Context: an optimization exercise on an open-source flow, tuned for small area. The choices shown serve that exercise and are no tape-out recipe.
Only simulation tests tie the RTL to the original design; equivalence was not proved.
The flow treats the clock pin as an ideal source, which a real chip does not have.
Power figures rest on the tool's default switching activity, not on a simulated workload.

## busBridge3
module busBridge3
  (i_CLK,
   i_rst,
   i_dataRx,
   i_strobeRx,
   o_dataTx,
   i_strobeTx,
   i_strobeSync,
   o_busAddr,
   o_busData,
   i_busData,
   o_busWe,
   o_busRe,
   i_busAck  
   );
==> flow/config.mk <==
export PLATFORM = sky130hd
export DESIGN_NAME = busBridge3
export DESIGN_NICKNAME = busBridge3
export VERILOG_FILES = /design/flow/design.v
export SDC_FILE = /design/flow/constraint.sdc
export NUM_CORES = 4
export LEC_CHECK = 0
export CAP_MARGIN = 20
export CORE_MARGIN = 2
export CORE_UTILIZATION = 40
export SLEW_MARGIN = 20
==> flow/constraint.sdc <==
create_clock -name core_clock -period 5.0 [get_ports {i_CLK}]
set_input_delay 1.0000 -clock core_clock [delete_from_list [all_inputs] [get_ports {i_CLK}]]
set_output_delay 1.0000 -clock core_clock [all_outputs]
set_load 0.01 [all_outputs]
standard.sh (not shown) runs the stock make flow with config.mk's settings and CLKGATE_MAP_FILE= SYNTH_SCRIPT=/design/flow/synth_recipe.tcl, a recipe that flattens the netlist after the stock synthesis.
==> flow/flow/run.sh <==
#!/bin/bash
# Own layout flow:
#  1. the standard synthesis, unchanged (standard.sh synth).
#  2. flow/resyn.sh re-maps the combinational logic of that netlist with several ABC scripts;
#     every flip-flop instance is kept as it is, with its name and cell type.
#  3. the standard layout steps on the smallest candidate netlist, except that the ports
#     are buffered with sky130_fd_sc_hd__buf_1 and CTS uses clkbuf_4/clkbuf_8 and no dummy
#     loads, and after CTS the gates off the critical paths are downsized (flow/post_cts.tcl).
#     If that layout misses timing, the next candidate is laid out instead, ending
#     with the standard synthesis's netlist itself.
# Each tool's output goes to a log file of its own in this folder.
set -euo pipefail
R=orfs/results/sky130hd/busBridge3/base
bash standard.sh synth > synth.log 2>&1
cp $R/1_2_yosys.v 1_2_yosys.standard.v
bash flow/resyn.sh 1_2_yosys.standard.v > resyn.log 2>&1
mv orfs orfs_synth
n=0
for C in $(cat resyn_cands.txt); do
  n=$((n + 1))
  rm -rf orfs
  cp -a orfs_synth orfs
  cp $C $R/1_2_yosys.v
  rm -f $R/1_synth.odb $R/1_synth.sdc
  echo "try $n: $C" >> tries.log
  if bash standard.sh synth > synth_odb_$n.log 2>&1 &&
     bash standard.sh \
       "BUFFER_PORTS_ARGS=-buffer_cell sky130_fd_sc_hd__buf_1" \
       "CTS_ARGS=-sink_clustering_enable -repair_clock_nets -dont_use_dummy_load -buf_list {sky130_fd_sc_hd__clkbuf_4 sky130_fd_sc_hd__clkbuf_8}" \
       "POST_CTS_TCL=$PWD/flow/post_cts.tcl" \
       finish > layout_$n.log 2>&1 &&
     python3 -c "
import json, sys
m = json.load(open('orfs/logs/sky130hd/busBridge3/base/6_report.json'))
ws = m['finish__timing__setup__ws']
hs = m['finish__timing__hold__ws']
drv = m.get('finish__timing__drv__max_slew', 0) + m.get('finish__timing__drv__max_cap', 0)
print('setup ws', ws, 'hold ws', hs, 'slew/cap violations', drv)
sys.exit(0 if ws >= 0.05 and hs >= 0 and drv == 0 else 1)" >> tries.log; then
    echo "kept try $n" >> tries.log
    exit 0
  fi
  mv orfs orfs_try$n
done
echo "no candidate met timing" >> tries.log
exit 1
==> flow/flow/post_cts.tcl <==
# Run after CTS (POST_CTS_TCL): downsize gates on paths with positive slack, then repair
# any slew or capacitance violation that leaves, and legalize the placement again.
estimate_parasitics -placement
repair_timing -verbose -recover_power 100 -match_cell_footprint
repair_design -verbose -slew_margin 20 -cap_margin 20 -match_cell_footprint
detailed_placement
check_placement -verbose
estimate_parasitics -placement
report_worst_slack -max
Other scripts of this flow, unchanged in this note and not shown: flow/flow/abc.constr, flow/flow/abc1.script, flow/flow/abc2.script, flow/flow/abc3.script, flow/flow/abc4.script, flow/flow/abc5.script, flow/flow/abc6.script, flow/flow/abc7.script, flow/flow/abc8.script, flow/flow/abc9.script, flow/flow/keeptop.py, flow/flow/pick.py, flow/flow/resyn.sh
Rerun with:
--- a/flow/flow/run.sh
+++ b/flow/flow/run.sh
@@ -8,2 +8 @@
-#     loads, and after CTS the gates off the critical paths are downsized (flow/post_cts.tcl).
-#     If that layout misses timing, the next candidate is laid out instead, ending
+#     loads. If that layout misses timing, the next candidate is laid out instead, ending
@@ -30,2 +29 @@
-       "POST_CTS_TCL=$PWD/flow/post_cts.tcl" \
-       finish > layout_$n.log 2>&1 &&
+       RECOVER_POWER=100 finish > layout_$n.log 2>&1 &&
@@ -34,6 +32,3 @@
-m = json.load(open('orfs/logs/sky130hd/busBridge3/base/6_report.json'))
-ws = m['finish__timing__setup__ws']
-hs = m['finish__timing__hold__ws']
-drv = m.get('finish__timing__drv__max_slew', 0) + m.get('finish__timing__drv__max_cap', 0)
-print('setup ws', ws, 'hold ws', hs, 'slew/cap violations', drv)
-sys.exit(0 if ws >= 0.05 and hs >= 0 and drv == 0 else 1)" >> tries.log; then
+ws = json.load(open('orfs/logs/sky130hd/busBridge3/base/6_report.json'))['finish__timing__setup__ws']
+print('setup ws', ws)
+sys.exit(0 if ws >= 0.05 else 1)" >> tries.log; then
removed: flow/flow/post_cts.tcl
What happened: The new run finished but failed the layout checks on capacitance limit, slew limit; cell area barely changes; power stays flat; register-to-register slack gets worse by 0.14 ns; worst setup slack gets worse by 0.14 ns; global-route usage hardly moves; first-iteration DRC count increases by 11%; critical path depth decreases by 4; clock-buffer cell count stays the same.
Rerun with:
--- a/flow/flow/run.sh
+++ b/flow/flow/run.sh
@@ -29 +29 @@
-       RECOVER_POWER=100 finish > layout_$n.log 2>&1 &&
+       finish > layout_$n.log 2>&1 &&
Result: The changed run produced a clean layout; via count climbs by 0.60%; final area came out higher by 0.91%; wire length shrinks by 0.43%; clock skew barely changes; count of clock-buffer cells in the layout is unchanged; fmax rises by 3.2%; combinational power rises by about 0.9%.
Rerun with:
--- a/flow/flow/run.sh
+++ b/flow/flow/run.sh
@@ -8 +8,2 @@
-#     loads. If that layout misses timing, the next candidate is laid out instead, ending
+#     loads, and after CTS the gates off the critical paths are downsized (flow/post_cts.tcl).
+#     If that layout misses timing, the next candidate is laid out instead, ending
@@ -28,0 +30 @@
+       "POST_CTS_TCL=$PWD/flow/post_cts.tcl" \
==> flow/flow/post_cts.tcl (new file) <==
# Run after CTS (POST_CTS_TCL): downsize gates on paths with positive slack, then repair
# any slew or capacitance violation that leaves, and legalize the placement again.
estimate_parasitics -placement
repair_timing -verbose -recover_power 100 -match_cell_footprint
repair_design -verbose -slew_margin 20 -cap_margin 20 -match_cell_footprint
detailed_placement
check_placement -verbose
estimate_parasitics -placement
report_worst_slack -max
Combinational power stays flat; worst setup slack barely changes; via count falls by about 0.43%; cell count stays flat; global-route usage barely changes.
Rerun with:
--- a/flow/flow/post_cts.tcl
+++ b/flow/flow/post_cts.tcl
@@ -4,2 +4,2 @@
-repair_timing -verbose -recover_power 100 -match_cell_footprint
-repair_design -verbose -slew_margin 20 -cap_margin 20 -match_cell_footprint
+repair_timing -verbose -recover_power 100
+repair_design -verbose -slew_margin 20 -cap_margin 20
Result: The new run finished clean; cell count stays the same; setup slack is worse by 0.016 ns; power is about the same; register-to-register slack is worse by 0.02 ns; die area is unchanged; utilization stays the same; maximum frequency shrinks by 0.35%; hold slack is about the same; synthesized area stays the same; routed wire length stays the same.

---

busBridge3, a different RTL version from the one above (not shown whole).
Size in the first run: about 860 cells after synthesis, about 120 I/O pins, ~0.0079 mm2 of cells after synthesis.
Settings: LEC_CHECK=0, CAP_MARGIN=20, CORE_MARGIN=2, CORE_UTILIZATION=40, SLEW_MARGIN=20; clock period 5.0 ns.
==> flow/flow/run.sh <==
#!/bin/bash
# Own layout flow:
#  1. the standard synthesis, unchanged (standard.sh synth).
#  2. The combinational logic of that netlist is re-mapped by ABC for area (resyn.sh);
#     every flip-flop instance is kept as it is, with its name and cell type.
#  3. the standard layout steps, except that the ports are buffered with
#     sky130_fd_sc_hd__buf_1 and CTS inserts no dummy loads.
# Each tool's output goes to a log file of its own in this folder.
set -euo pipefail
R=orfs/results/sky130hd/busBridge3/base
bash standard.sh synth > synth.log 2>&1
cp $R/1_2_yosys.v 1_2_yosys.standard.v
bash flow/resyn.sh 1_2_yosys.standard.v $R/1_2_yosys.v > resyn.log 2>&1
rm -f $R/1_synth.odb $R/1_synth.sdc
bash standard.sh synth > synth_odb.log 2>&1
bash standard.sh \
  "BUFFER_PORTS_ARGS=-buffer_cell sky130_fd_sc_hd__buf_1" \
  "CTS_ARGS=-sink_clustering_enable -repair_clock_nets -dont_use_dummy_load -buf_list {sky130_fd_sc_hd__clkbuf_16} -sink_clustering_size 32 -sink_clustering_max_diameter 100" \
  finish > layout.log 2>&1
Other scripts of this flow, unchanged in this note and not shown: flow/flow/abc.constr, flow/flow/keeptop.py, flow/flow/resyn.abc, flow/flow/resyn.sh
Change:
--- a/flow/flow/run.sh
+++ b/flow/flow/run.sh
@@ -16,4 +16,4 @@
 bash standard.sh \
   "BUFFER_PORTS_ARGS=-buffer_cell sky130_fd_sc_hd__buf_1" \
-  "CTS_ARGS=-sink_clustering_enable -repair_clock_nets -dont_use_dummy_load -buf_list {sky130_fd_sc_hd__clkbuf_16} -sink_clustering_size 32 -sink_clustering_max_diameter 100" \
+  "CTS_ARGS=-sink_clustering_enable -repair_clock_nets -dont_use_dummy_load -buf_list {sky130_fd_sc_hd__clkbuf_8} -sink_clustering_size 24 -sink_clustering_max_diameter 80" \
   finish > layout.log 2>&1
Design area goes down by a few percent.
Global-route usage is about the same.
Worst hold slack is about the same.
Count of clock-buffer cells in the layout stays the same.
Power goes down by roughly a tenth.
Area after synthesis does not change.
Clock skew goes up by 0.014 ns.
Routed wire length stays flat.
Non-clock buffer count does not change.
Clock power goes down by a quarter to a third.
Sequential cell count stays the same.
Change:
--- a/flow/flow/run.sh
+++ b/flow/flow/run.sh
@@ -16,4 +16,4 @@
 bash standard.sh \
   "BUFFER_PORTS_ARGS=-buffer_cell sky130_fd_sc_hd__buf_1" \
-  "CTS_ARGS=-sink_clustering_enable -repair_clock_nets -dont_use_dummy_load -buf_list {sky130_fd_sc_hd__clkbuf_8} -sink_clustering_size 24 -sink_clustering_max_diameter 80" \
+  "CTS_ARGS=-sink_clustering_enable -repair_clock_nets -dont_use_dummy_load -buf_list {sky130_fd_sc_hd__clkbuf_4 sky130_fd_sc_hd__clkbuf_8}" \
   finish > layout.log 2>&1
Result:
- The new run passed the timing, DRC and antenna checks
- hold slack does not change
- register-to-register slack barely changes
- synthesized cell count stays the same
- area after synthesis stays the same
- global-route usage is unchanged

---

The RTL this note starts from:
==> flow/design.v <==
`default_nettype none
module busBridge3
  (i_CLK,
   i_rst,
   i_dataRx,
   i_strobeRx,
   o_dataTx,
   i_strobeTx,
   i_strobeSync,
   o_busAddr,
   o_busData,
   i_busData,
   o_busWe,
   o_busRe,
   i_busAck  
   );
   input wire   i_CLK;
   input wire   i_rst;  
   input wire [7:0] i_dataRx;
   input wire 	    i_strobeRx;
   output reg [7:0]  o_dataTx;
   input wire 	     i_strobeTx;
   input wire 	     i_strobeSync;
   output wire [31:0] o_busAddr;
   output wire [31:0] o_busData;
   input wire [31:0] i_busData;
   output reg 	     o_busWe;
   output reg 	     o_busRe;
   input wire 	     i_busAck;
   localparam [3:0] S_IDLE      = 4'd0;
   localparam [3:0] S_ADDRINC   = 4'd1;
   localparam [3:0] S_WORDWIDTH = 4'd2;
   localparam [3:0] S_NWORDS    = 4'd3;
   localparam [3:0] S_ADDRWRITE = 4'd4;
   localparam [3:0] S_WRITE     = 4'd5;
   localparam [3:0] S_ADDRREAD  = 4'd6;
   localparam [3:0] S_READ      = 4'd7;
   localparam [3:0] S_MARGIN    = 4'd8;
   reg [3:0] 	     state;
   reg [1:0] 	     byteIdx;       
   reg 		     pendingRead;
   reg [1:0] 	     marginPre;
   reg [15:0] 	     marginN;       
   wire [15:0] 	     margin = ~marginN;
   reg [15:0] 	     marginMin;
   reg [31:0] 	     shiftIn;
   reg [31:8] 	     shiftOutN;     
   wire [31:8] 	     shiftOut = ~shiftOutN;
   task setTx(input [31:0] x);
      begin
	 shiftOutN <= ~x[31:8];
	 o_dataTx <= x[7:0];
      end
   endtask
   reg [31:0] 	     addr;
   assign o_busAddr = addr;
   assign o_busData = shiftIn;
   reg [7:0] 	     config_addrIncN;     
   wire [7:0] 	     config_addrInc = ~config_addrIncN;
   reg [1:0] 	     config_wordwidthMinusOne;
   reg [15:0] 	     config_nWordsMinusOneN;     
   wire [15:0] 	     config_nWordsMinusOne = ~config_nWordsMinusOneN;
   reg [15:0] 	     countNWords;   
   wire 	     lastWord = countNWords == config_nWordsMinusOne;
   reg [1:0] 	     addrStep;      
   reg 		     addrCarry;
   wire 	     addrStep0 = addrStep == 2'd0;
   wire 	     addrStepping = o_busWe | o_busRe | ~addrStep0;
   wire [8:0] 	     addrSum = {1'b0, addr[7:0]} + {1'b0, config_addrInc & {8{addrStep0}}} + {8'd0, addrCarry & ~addrStep0};
   wire [31:0] 	     rxAddr = {i_dataRx, shiftIn[23:0]};
   reg [1:0] 	     lastIdx;
   always @(*) begin
      case (state)
	S_NWORDS: lastIdx = 2'd1;
	S_ADDRWRITE, S_ADDRREAD: lastIdx = 2'd3;
	S_WRITE, S_READ: lastIdx = config_wordwidthMinusOne;
	default: lastIdx = 2'd0;
      endcase
   end
   wire 	     lastByte = byteIdx == lastIdx;
   task doRead;
      begin
	 o_busRe <= 1'b1;
	 pendingRead <= 1'b1;
	 marginPre <= 2'd2;
	 marginN <= 16'hFFFF;
	 countNWords <= countNWords + 16'd1;
	 if (lastWord) begin
	    state <= S_IDLE;
	    countNWords <= 16'd0;
	 end else
	   state <= S_READ;
      end
   endtask
   always @(posedge i_CLK) begin
      o_busWe <= 1'b0;
      o_busRe <= 1'b0;
      if (marginPre != 2'd0)
	marginPre <= marginPre - 2'd1;
      else if (margin != 16'hFFFD)
	marginN <= ~(margin + 16'd1);
      if (addrStepping) begin
	 addr <= {addrSum[7:0], addr[31:8]};
	 addrCarry <= addrSum[8];
	 addrStep <= addrStep + 2'd1;
      end
      if (i_strobeTx) begin
	 setTx({8'd0, shiftOut});
	 if (pendingRead)
	   marginMin <= 16'd0;
	 else if (margin < marginMin)
	   marginMin <= margin;
      end
      if (i_busAck & pendingRead) begin
	 setTx(i_busData);
	 pendingRead <= 1'b0;
	 marginPre <= 2'd2;
	 marginN <= 16'hFFFF;
      end
      if (i_strobeRx) begin
	 case (byteIdx)
	   2'd0: shiftIn <= {24'd0, i_dataRx};
	   2'd1: shiftIn[15:8] <= i_dataRx;
	   2'd2: shiftIn[23:16] <= i_dataRx;
	   2'd3: shiftIn[31:24] <= i_dataRx;
	 endcase
	 byteIdx <= byteIdx + 2'd1;
	 if (lastByte) begin
	    byteIdx <= 2'd0;
	    case (state)
	      S_IDLE: begin
		 case (i_dataRx)
		   8'd1, 8'd2, 8'd3, 8'd4, 8'd6: state <= i_dataRx[3:0];
		   8'd5: state <= S_WRITE;
		   8'd7: doRead;
		   8'd8: begin
		      state <= S_MARGIN;
		      if (pendingRead) begin
			 setTx(32'd0);
			 pendingRead <= 1'b0;
		      end else
			setTx({16'd0, marginMin});
		      marginMin <= 16'hFFFD;
		   end
		   default: ;
		 endcase
	      end
	      S_ADDRWRITE: begin
		 addr <= rxAddr;
		 state <= S_WRITE;
	      end
	      S_ADDRREAD: begin
		 addr <= rxAddr;
		 doRead;
	      end
	      S_ADDRINC: begin
		 config_addrIncN <= ~(i_dataRx);
		 state <= S_IDLE;
	      end
	      S_WORDWIDTH: begin
		 config_wordwidthMinusOne <= i_dataRx[1:0];
		 state <= S_IDLE;
	      end
	      S_NWORDS: begin
		 config_nWordsMinusOneN <= ~({i_dataRx, shiftIn[7:0]});
		 state <= S_IDLE;
	      end
	      S_WRITE: begin
		 o_busWe <= 1'b1;
		 countNWords <= countNWords + 16'd1;
		 if (lastWord) begin
		    state <= S_IDLE;
		    countNWords <= 16'd0;
		 end
	      end
	      S_READ: doRead;
	      default: state <= S_IDLE;
	    endcase
	 end
      end
      if (i_strobeSync) begin
	 state <= S_IDLE;
	 byteIdx <= 2'd0;
	 pendingRead <= 1'b0;
	 countNWords <= 16'd0;
      end
      if (i_rst) begin
	 o_busWe <= 1'b0;
	 o_busRe <= 1'b0;
	 pendingRead <= 1'b0;
	 marginN <= 16'h0002;
	 marginMin <= 16'hFFFD;
	 setTx(32'd0);
	 byteIdx <= 2'd0;
	 state <= S_IDLE;
	 addr <= 32'd0;
	 addrStep <= 2'd0;
	 config_addrIncN <= ~(8'd1);
	 config_wordwidthMinusOne <= 2'd3;
	 config_nWordsMinusOneN <= ~(16'd0);
	 countNWords <= 16'd0;
      end
   end
endmodule
==> flow/config.mk <==
export PLATFORM = sky130hd
export DESIGN_NAME = busBridge3
export DESIGN_NICKNAME = busBridge3
export VERILOG_FILES = /design/flow/design.v
export SDC_FILE = /design/flow/constraint.sdc
export NUM_CORES = 4
export LEC_CHECK = 0
export CAP_MARGIN = 20
export CORE_MARGIN = 2
export CORE_UTILIZATION = 40
export SLEW_MARGIN = 20
==> flow/constraint.sdc <==
create_clock -name core_clock -period 5.0 [get_ports {i_CLK}]
set_input_delay 1.0000 -clock core_clock [delete_from_list [all_inputs] [get_ports {i_CLK}]]
set_output_delay 1.0000 -clock core_clock [all_outputs]
set_load 0.01 [all_outputs]
==> flow/flow/run.sh <==
#!/bin/bash
# Own layout flow:
#  1. the standard synthesis, unchanged (standard.sh synth).
#  2. flow/resyn.sh re-maps the combinational logic of that netlist with several ABC scripts;
#     every flip-flop instance is kept as it is, with its name and cell type.
#  3. the standard layout steps on the smallest candidate netlist, except that the ports
#     are buffered with sky130_fd_sc_hd__buf_1 and CTS uses clkbuf_4/clkbuf_8 and no dummy
#     loads. If that layout misses timing, the next candidate is laid out instead, ending
#     with the standard synthesis's netlist itself.
# Each tool's output goes to a log file of its own in this folder.
set -euo pipefail
R=orfs/results/sky130hd/busBridge3/base
bash standard.sh synth > synth.log 2>&1
cp $R/1_2_yosys.v 1_2_yosys.standard.v
bash flow/resyn.sh 1_2_yosys.standard.v > resyn.log 2>&1
mv orfs orfs_synth
n=0
for C in $(cat resyn_cands.txt); do
  n=$((n + 1))
  rm -rf orfs
  cp -a orfs_synth orfs
  cp $C $R/1_2_yosys.v
  rm -f $R/1_synth.odb $R/1_synth.sdc
  echo "try $n: $C" >> tries.log
  if bash standard.sh synth > synth_odb_$n.log 2>&1 &&
     bash standard.sh \
       "BUFFER_PORTS_ARGS=-buffer_cell sky130_fd_sc_hd__buf_1" \
       "CTS_ARGS=-sink_clustering_enable -sink_clustering_size 30 -sink_clustering_max_diameter 150 -sink_clustering_levels 1 -repair_clock_nets -dont_use_dummy_load -buf_list {sky130_fd_sc_hd__clkbuf_4 sky130_fd_sc_hd__clkbuf_8}" \
       finish > layout_$n.log 2>&1 &&
     python3 -c "
import json, sys
ws = json.load(open('orfs/logs/sky130hd/busBridge3/base/6_report.json'))['finish__timing__setup__ws']
print('setup ws', ws)
sys.exit(0 if ws >= 0.05 else 1)" >> tries.log; then
    echo "kept try $n" >> tries.log
    exit 0
  fi
  mv orfs orfs_try$n
done
echo "no candidate met timing" >> tries.log
exit 1
Other scripts of this flow, unchanged in this note and not shown: flow/flow/abc.constr, flow/flow/abc1.script, flow/flow/abc2.script, flow/flow/abc3.script, flow/flow/abc4.script, flow/flow/abc5.script, flow/flow/abc6.script, flow/flow/abc7.script, flow/flow/abc8.script, flow/flow/abc9.script, flow/flow/keeptop.py, flow/flow/pick.py, flow/flow/resyn.sh
Rerun with:
--- a/flow/flow/run.sh
+++ b/flow/flow/run.sh
@@ -8 +8,2 @@
-#     loads. If that layout misses timing, the next candidate is laid out instead, ending
+#     loads, and after CTS the gates off the critical paths are downsized (flow/post_cts.tcl).
+#     If that layout misses timing, the next candidate is laid out instead, ending
@@ -28 +29,2 @@
-       "CTS_ARGS=-sink_clustering_enable -sink_clustering_size 30 -sink_clustering_max_diameter 150 -sink_clustering_levels 1 -repair_clock_nets -dont_use_dummy_load -buf_list {sky130_fd_sc_hd__clkbuf_4 sky130_fd_sc_hd__clkbuf_8}" \
+       "CTS_ARGS=-sink_clustering_enable -sink_clustering_size 25 -sink_clustering_max_diameter 200 -sink_clustering_buffer sky130_fd_sc_hd__clkbuf_8 -repair_clock_nets -dont_use_dummy_load -buf_list {sky130_fd_sc_hd__clkbuf_4 sky130_fd_sc_hd__clkbuf_8}" \
+       "POST_CTS_TCL=$PWD/flow/post_cts.tcl" \
@@ -32,3 +34,6 @@
-ws = json.load(open('orfs/logs/sky130hd/busBridge3/base/6_report.json'))['finish__timing__setup__ws']
-print('setup ws', ws)
-sys.exit(0 if ws >= 0.05 else 1)" >> tries.log; then
+m = json.load(open('orfs/logs/sky130hd/busBridge3/base/6_report.json'))
+ws = m['finish__timing__setup__ws']
+hs = m['finish__timing__hold__ws']
+drv = m.get('finish__timing__drv__max_slew', 0) + m.get('finish__timing__drv__max_cap', 0)
+print('setup ws', ws, 'hold ws', hs, 'slew/cap violations', drv)
+sys.exit(0 if ws >= 0.05 and hs >= 0 and drv == 0 else 1)" >> tries.log; then
==> flow/flow/post_cts.tcl (new file) <==
# Run after CTS (POST_CTS_TCL): downsize gates on paths with positive slack, then repair
# any slew or capacitance violation that leaves, and legalize the placement again.
estimate_parasitics -placement
repair_timing -verbose -recover_power 100 -match_cell_footprint
repair_design -verbose -slew_margin 20 -cap_margin 20 -match_cell_footprint
detailed_placement
check_placement -verbose
estimate_parasitics -placement
report_worst_slack -max
After rerunning:
- via count falls by about 0.43%
- worst setup slack hardly moves
- combinational power hardly moves
- final area falls by 0.69%
- power is about the same
- final cell count hardly moves

==> afterwards: timing with drivers on the ports <==
How much do the figures lean on ideal ports? The routed layouts below were timed once more, with nothing changed but the port constraints.
Step 1 sets driving cells, clkbuf_16 on the clock port and buf_2 on the other inputs (assumed; they add their load-dependent delay and slew).
Step 2 adds t to the input delays and takes it off the output delays; t is the mean of the earliest and latest rising clock arrival at the registers after step 1. Input paths then give back, and output paths get back, about the clock's delay inside the block.
a / b / c = ideal / step 1 / step 2; a / b = the first two.
run	t (ns)	slack for setup (ns)	clock arrival spread, ns
the first run of note 1	0.479	0.618 / 0.618 / 0.169	0.032 / 0.032
the second run of note 1	0.481	0.477 / 0.477 / 0.188	0.032 / 0.031
the third run of note 1	0.478	0.617 / 0.617 / 0.207	0.032 / 0.032
the fourth run of note 1	0.479	0.618 / 0.618 / 0.169	0.032 / 0.032
the fifth run of note 1	0.477	0.603 / 0.603 / 0.177	0.031 / 0.031
the first run of note 2	0.459	1.140 / 1.140 / 0.868	0.028 / 0.028
the second run of note 2	0.488	1.130 / 1.130 / 0.911	0.042 / 0.043
the third run of note 2	0.488	1.130 / 1.130 / 0.911	0.042 / 0.043
the first run of note 3	0.478	0.617 / 0.617 / 0.207	0.032 / 0.032
the second run of note 3	0.479	0.618 / 0.618 / 0.169	0.032 / 0.032
